Background: an optimization exercise with open tools, aiming at small area. Do not read the settings as production practice. At most, simulation tests tie the RTL to the original design; equivalence was not proved. No activity file was given, so power comes from the tool's default toggle rates.

v6:
// moving_average_v5
module moving_average_v5 (
    input wire clk,
    input wire rst_n,
    input wire enable,
    input wire data_refresh,
    input wire output_refresh_mode,
    input wire signed [15:0] din,
    input wire [2:0] mode,
    output reg signed [15:0] dout,
    output reg output_pulse
);
reg [27:4] acc;
reg [15:0] h0, h1, h2, h3;
reg [3:0] cnt;
reg init_flag;
wire upd  = enable & data_refresh;
wire load = ~init_flag & (cnt == 4'd0);
reg [23:0] x, y;
always @* begin
    if (!upd)
        x = 24'b0;
    else if (init_flag)
        x = {{8{din[15]}}, din};
    else if (load)
        x = {din, 8'b0};
    else
        x = {{4{din[15]}}, din, 4'b0};
    y = (upd & init_flag) ? ~{{8{h3[15]}}, h3} : 24'b0;
end
wire cin_a = upd & init_flag;
wire [23:0] xs = acc ^ x ^ y;
wire [23:0] xc = (acc & x) | (acc & y) | (x & y);
wire [23:0] acc_next;
ma5_add #(.W(24), .F(4), .B(5)) u_acc_add (
    .a(xs), .b({xc[22:0], cin_a}), .cin(1'b0), .s(acc_next)
);
wire m1 = (mode == 3'b001);
wire m2 = (mode == 3'b010);
wire m3 = (mode == 3'b011);
wire [15:0] q = ({16{m1}} & ~h2) | ({16{m2}} & h1) | ({16{m3}} & acc[27:12]);
wire [15:0] t1s = h0 ^ h1 ^ h2;
wire [15:0] t1c = (h0 & h1) | (h0 & h2) | (h1 & h2);
wire [15:0] t1cs = {t1c[14:0], 1'b0};
wire [15:0] t2s = t1s ^ t1cs ^ q;
wire [15:0] t2c = (t1s & t1cs) | (t1s & q) | (t1cs & q);
wire [15:0] w;
ma5_add #(.W(16), .F(4), .B(4)) u_out_add (
    .a(t2s), .b({t2c[14:0], m1}), .cin(1'b0), .s(w)
);
reg [15:0] dnext;
always @* begin
    case (mode)
        3'b001:         dnext = {w[15], w[15:1]};
        3'b010, 3'b011: dnext = {{2{w[15]}}, w[15:2]};
        3'b100, 3'b101: dnext = acc[27:12];
        default:        dnext = din;
    endcase
end
reg pnext;
always @* begin
    case (mode)
        3'b001:  pnext = cnt[0];
        3'b010:  pnext = (cnt[1:0] == 2'b10);
  ...
==> module moving_average_v5, before the edit <==
module moving_average_v5 (
    input wire clk,
    input wire rst_n,
    input wire enable,
    input wire data_refresh,
    input wire output_refresh_mode,
    input wire signed [15:0] din,
    input wire [2:0] mode,
    output reg signed [15:0] dout,
    output reg output_pulse
);
reg [27:4] acc;
reg [15:0] h0, h1, h2, h3;
reg [3:0] cnt;
reg init_flag;
wire upd  = enable & data_refresh;
wire load = ~init_flag & (cnt == 4'd0);
reg [23:0] x, y;
always @* begin
    if (!upd)
        x = 24'b0;
    else if (init_flag)
        x = {{8{din[15]}}, din};
    else if (load)
        x = {din, 8'b0};
    else
        x = {{4{din[15]}}, din, 4'b0};
    y = (upd & init_flag) ? ~{{8{h3[15]}}, h3} : 24'b0;
end
wire cin_a = upd & init_flag;
wire [23:0] xs = acc ^ x ^ y;
wire [23:0] xc = (acc & x) | (acc & y) | (x & y);
wire [23:0] acc_next;
ma5_add #(.W(24), .F(4), .B(5)) u_acc_add (
    .a(xs), .b({xc[22:0], cin_a}), .cin(1'b0), .s(acc_next)
);
wire m1 = (mode == 3'b001);
wire m2 = (mode == 3'b010);
wire m3 = (mode == 3'b011);
wire [15:0] q = ({16{m1}} & ~h2) | ({16{m2}} & h1) | ({16{m3}} & acc[27:12]);
wire [15:0] t1s = h0 ^ h1 ^ h2;
wire [15:0] t1c = (h0 & h1) | (h0 & h2) | (h1 & h2);
wire [15:0] t1cs = {t1c[14:0], 1'b0};
wire [15:0] t2s = t1s ^ t1cs ^ q;
wire [15:0] t2c = (t1s & t1cs) | (t1s & q) | (t1cs & q);
wire [15:0] w;
ma5_add #(.W(16), .F(4), .B(4)) u_out_add (
    .a(t2s), .b({t2c[14:0], m1}), .cin(1'b0), .s(w)
);
reg [15:0] dnext;
always @* begin
    case (mode)
        3'b001:         dnext = {w[15], w[15:1]};
        3'b010, 3'b011: dnext = {{2{w[15]}}, w[15:2]};
        3'b100, 3'b101: dnext = acc[27:12];
        default:        dnext = din;
    endcase
end
reg pnext;
always @* begin
    case (mode)
        3'b001:  pnext = cnt[0];
        3'b010:  pnext = (cnt[1:0] == 2'b10);
        3'b011:  pnext = (cnt[1:0] == 2'b11);
        3'b100:  pnext = (cnt == 4'b0111);
        3'b101:  pnext = (cnt == 4'b1111);
        default: pnext = 1'b1;
    endcase
end
always @(posedge clk or negedge rst_n) begin
    if (!rst_n) begin
        acc <= 24'b0;
    end else begin
        acc <= acc_next;
    end
end
always @(posedge clk or negedge rst_n) begin
    if (!rst_n) begin
        h0 <= 16'b0; h1 <= 16'b0; h2 <= 16'b0;
        cnt <= 4'b0;
        init_flag <= 1'b0;
        dout <= 16'b0;
        output_pulse <= 1'b0;
    end else if (enable) begin
        if (data_refresh) begin
            h0 <= din; h1 <= h0; h2 <= h1;
            if (!init_flag) begin
                cnt <= cnt + 4'd1;
                if (cnt == 4'd15) init_flag <= 1'b1;
            end
        end
        output_pulse <= data_refresh & (output_refresh_mode | pnext);
        dout <= dnext;
    end
end
always @(posedge clk) begin
    if (enable & data_refresh) h3 <= h2;
end
endmodule
export LEC_CHECK = 0
export ABC_AREA = 1
export CAP_MARGIN = 20
export CORE_MARGIN = 2
export CORE_UTILIZATION = 60
export CTS_BUF_LIST = sky130_fd_sc_hd__clkbuf_8
export SLEW_MARGIN = 20
create_clock -name core_clock -period 6.0 [get_ports {clk}]
standard.sh (not shown) runs the stock make flow with config.mk's settings and CLKGATE_MAP_FILE= SYNTH_SCRIPT=/design/flow/synth_recipe.tcl, a recipe that flattens the netlist after the stock synthesis.
==> flow/flow/run.sh <==
#!/bin/bash
# The standard layout with an area pass after its standard synthesis:
#  * each port gets the smallest buffer (buf_1);
#  * clock tree synthesis inserts no dummy loads;
#  * the synthesized netlist is improved without touching its registers:
#    fa_polarity.py picks each full adder's polarity (a full adder is
#    self-dual) to drop inverters, and abc re-maps the remaining logic for
#    area (reabc.ys), three times over; the result replaces 1_2_yosys.v and the
#    standard flow continues from there. Timing is then repaired by the flow.
set -euo pipefail
export BUFFER_PORTS_ARGS="-buffer_cell sky130_fd_sc_hd__buf_1"
export CTS_ARGS="-sink_clustering_enable -repair_clock_nets -buf_list sky130_fd_sc_hd__clkbuf_8 -dont_use_dummy_load"
R=orfs/results/sky130hd/moving_average_v5/base
L=orfs/logs/sky130hd/moving_average_v5/base
LIB=$FLOW_HOME/platforms/sky130hd/lib/sky130_fd_sc_hd__tt_025C_1v80.lib
bash standard.sh synth > synth.log 2>&1
cp $R/1_2_yosys.v yosys_standard.v
DONTUSE=$(grep -o -- "-dont_use [^ ]*" $L/1_2_yosys.log | sort -u | tr '\n' ' ')
cur=yosys_standard.v
for i in 1 2 3; do
  python3 flow/fa_polarity.py $cur pol$i.v >> fa_polarity.log 2>&1
  sed -e "s#@LIB@#$LIB#g" -e "s#@IN@#pol$i.v#" -e "s#@OUT@#abc$i.v#" \
      -e "s#@SCRIPT@#flow/amap.script#" -e "s#@TOP@#$FLOW_TOP#" \
      -e "s#@DONTUSE@#$DONTUSE#" flow/reabc.ys > reabc$i.ys
  yosys -l reabc$i.log reabc$i.ys > /dev/null
  cur=abc$i.v
done
python3 flow/fa_polarity.py $cur yosys_final.v >> fa_polarity.log 2>&1
cp yosys_final.v $R/1_2_yosys.v
rm -f $R/1_synth.odb
bash standard.sh > standard.log 2>&1
Other scripts of this flow, unchanged in this note and not shown: flow/flow/amap.script, flow/flow/fa_polarity.py, flow/flow/reabc.ys
v6 completed; timing, DRC and antenna clean
The following lists how v7 was set up differently from v6:
--- a/flow/design.v
+++ b/flow/design.v
@@ -67,9 +67,13 @@
 wire m1 = (mode == 3'b001);
 wire m2 = (mode == 3'b010);
 wire m3 = (mode == 3'b011);
-wire [15:0] q = ({16{m1}} & ~h2) | ({16{m2}} & h1) | ({16{m3}} & acc[27:12]);
-wire [15:0] t1s = h0 ^ h1 ^ h2;
-wire [15:0] t1c = (h0 & h1) | (h0 & h2) | (h1 & h2);
+wire [2:0] hv = {3{init_flag}} | {cnt > 4'd2, cnt > 4'd1, cnt != 4'd0};
+wire [15:0] g0 = h0 & {16{hv[0]}};
+wire [15:0] g1 = h1 & {16{hv[1]}};
+wire [15:0] g2 = h2 & {16{hv[2]}};
+wire [15:0] q = ({16{m1}} & ~g2) | ({16{m2}} & g1) | ({16{m3}} & acc[27:12]);
+wire [15:0] t1s = g0 ^ g1 ^ g2;
+wire [15:0] t1c = (g0 & g1) | (g0 & g2) | (g1 & g2);
 wire [15:0] t1cs = {t1c[14:0], 1'b0};
 wire [15:0] t2s = t1s ^ t1cs ^ q;
 wire [15:0] t2c = (t1s & t1cs) | (t1s & q) | (t1cs & q);
@@ -106,14 +110,12 @@
 end
 always @(posedge clk or negedge rst_n) begin
     if (!rst_n) begin
-        h0 <= 16'b0; h1 <= 16'b0; h2 <= 16'b0;
         cnt <= 4'b0;
         init_flag <= 1'b0;
         dout <= 16'b0;
         output_pulse <= 1'b0;
     end else if (enable) begin
         if (data_refresh) begin
-            h0 <= din; h1 <= h0; h2 <= h1;
             if (!init_flag) begin
                 cnt <= cnt + 4'd1;
                 if (cnt == 4'd15) init_flag <= 1'b1;
@@ -124,6 +126,8 @@
     end
 end
 always @(posedge clk) begin
-    if (enable & data_refresh) h3 <= h2;
+    if (enable & data_refresh) begin
+        h0 <= din; h1 <= h0; h2 <= h1; h3 <= h2;
+    end
 end
 endmodule
### Flow results
- v7 reached the final stage; the timing, design-rule and antenna checks on its layout passed.
- In terms of area fraction of clock buffers and clock inverters, v7 and v6 differ only marginally.
- Changes observed in v7 relative to v6: depth of the worst hold-timing path moved down; sequential logic power now smaller.
- v7 ended up with dout[15] as its capture point of the critical path; v6 ended up with dout[10].
- Per the comparison of v7 with v6, clock network power now larger, final HPWL from detailed placement now larger.
- Summary of v7 over v6: number of signal-net buffers in the layout rose 34%, data required time of the critical path rose 0.02 ns, sequential share of layout area rose 1.5 points.
No functional check of the RTL was part of v7.

static timing again, ports no longer ideal:
Ports are ideal in the flow. The routed layouts listed here were re-timed in OpenROAD.
Step 1: set_driving_cell puts a clkbuf_16 on clk and a buf_2 on each other input, an assumption about the parent block.
Step 2, shift: input delay + t, output delay - t, t = (earliest + latest rising clock arrival at the registers) / 2. This alone moves slack from input paths to output paths.
a / b / c = ideal / step 1 / step 2; a / b = the first two.
run	t, ns	setup WS [ns]	cell pins on the clock port's net
v6	0.421	0.626 / 0.640 / 0.219	1
v7	0.433	0.382 / 0.393 / -0.040	1
Met with ideal ports but missed after step 2: setup timing in v7. The setup slack of v7, which loses most, moves by +0.011 ns with the drivers and by -0.422 ns with both steps.
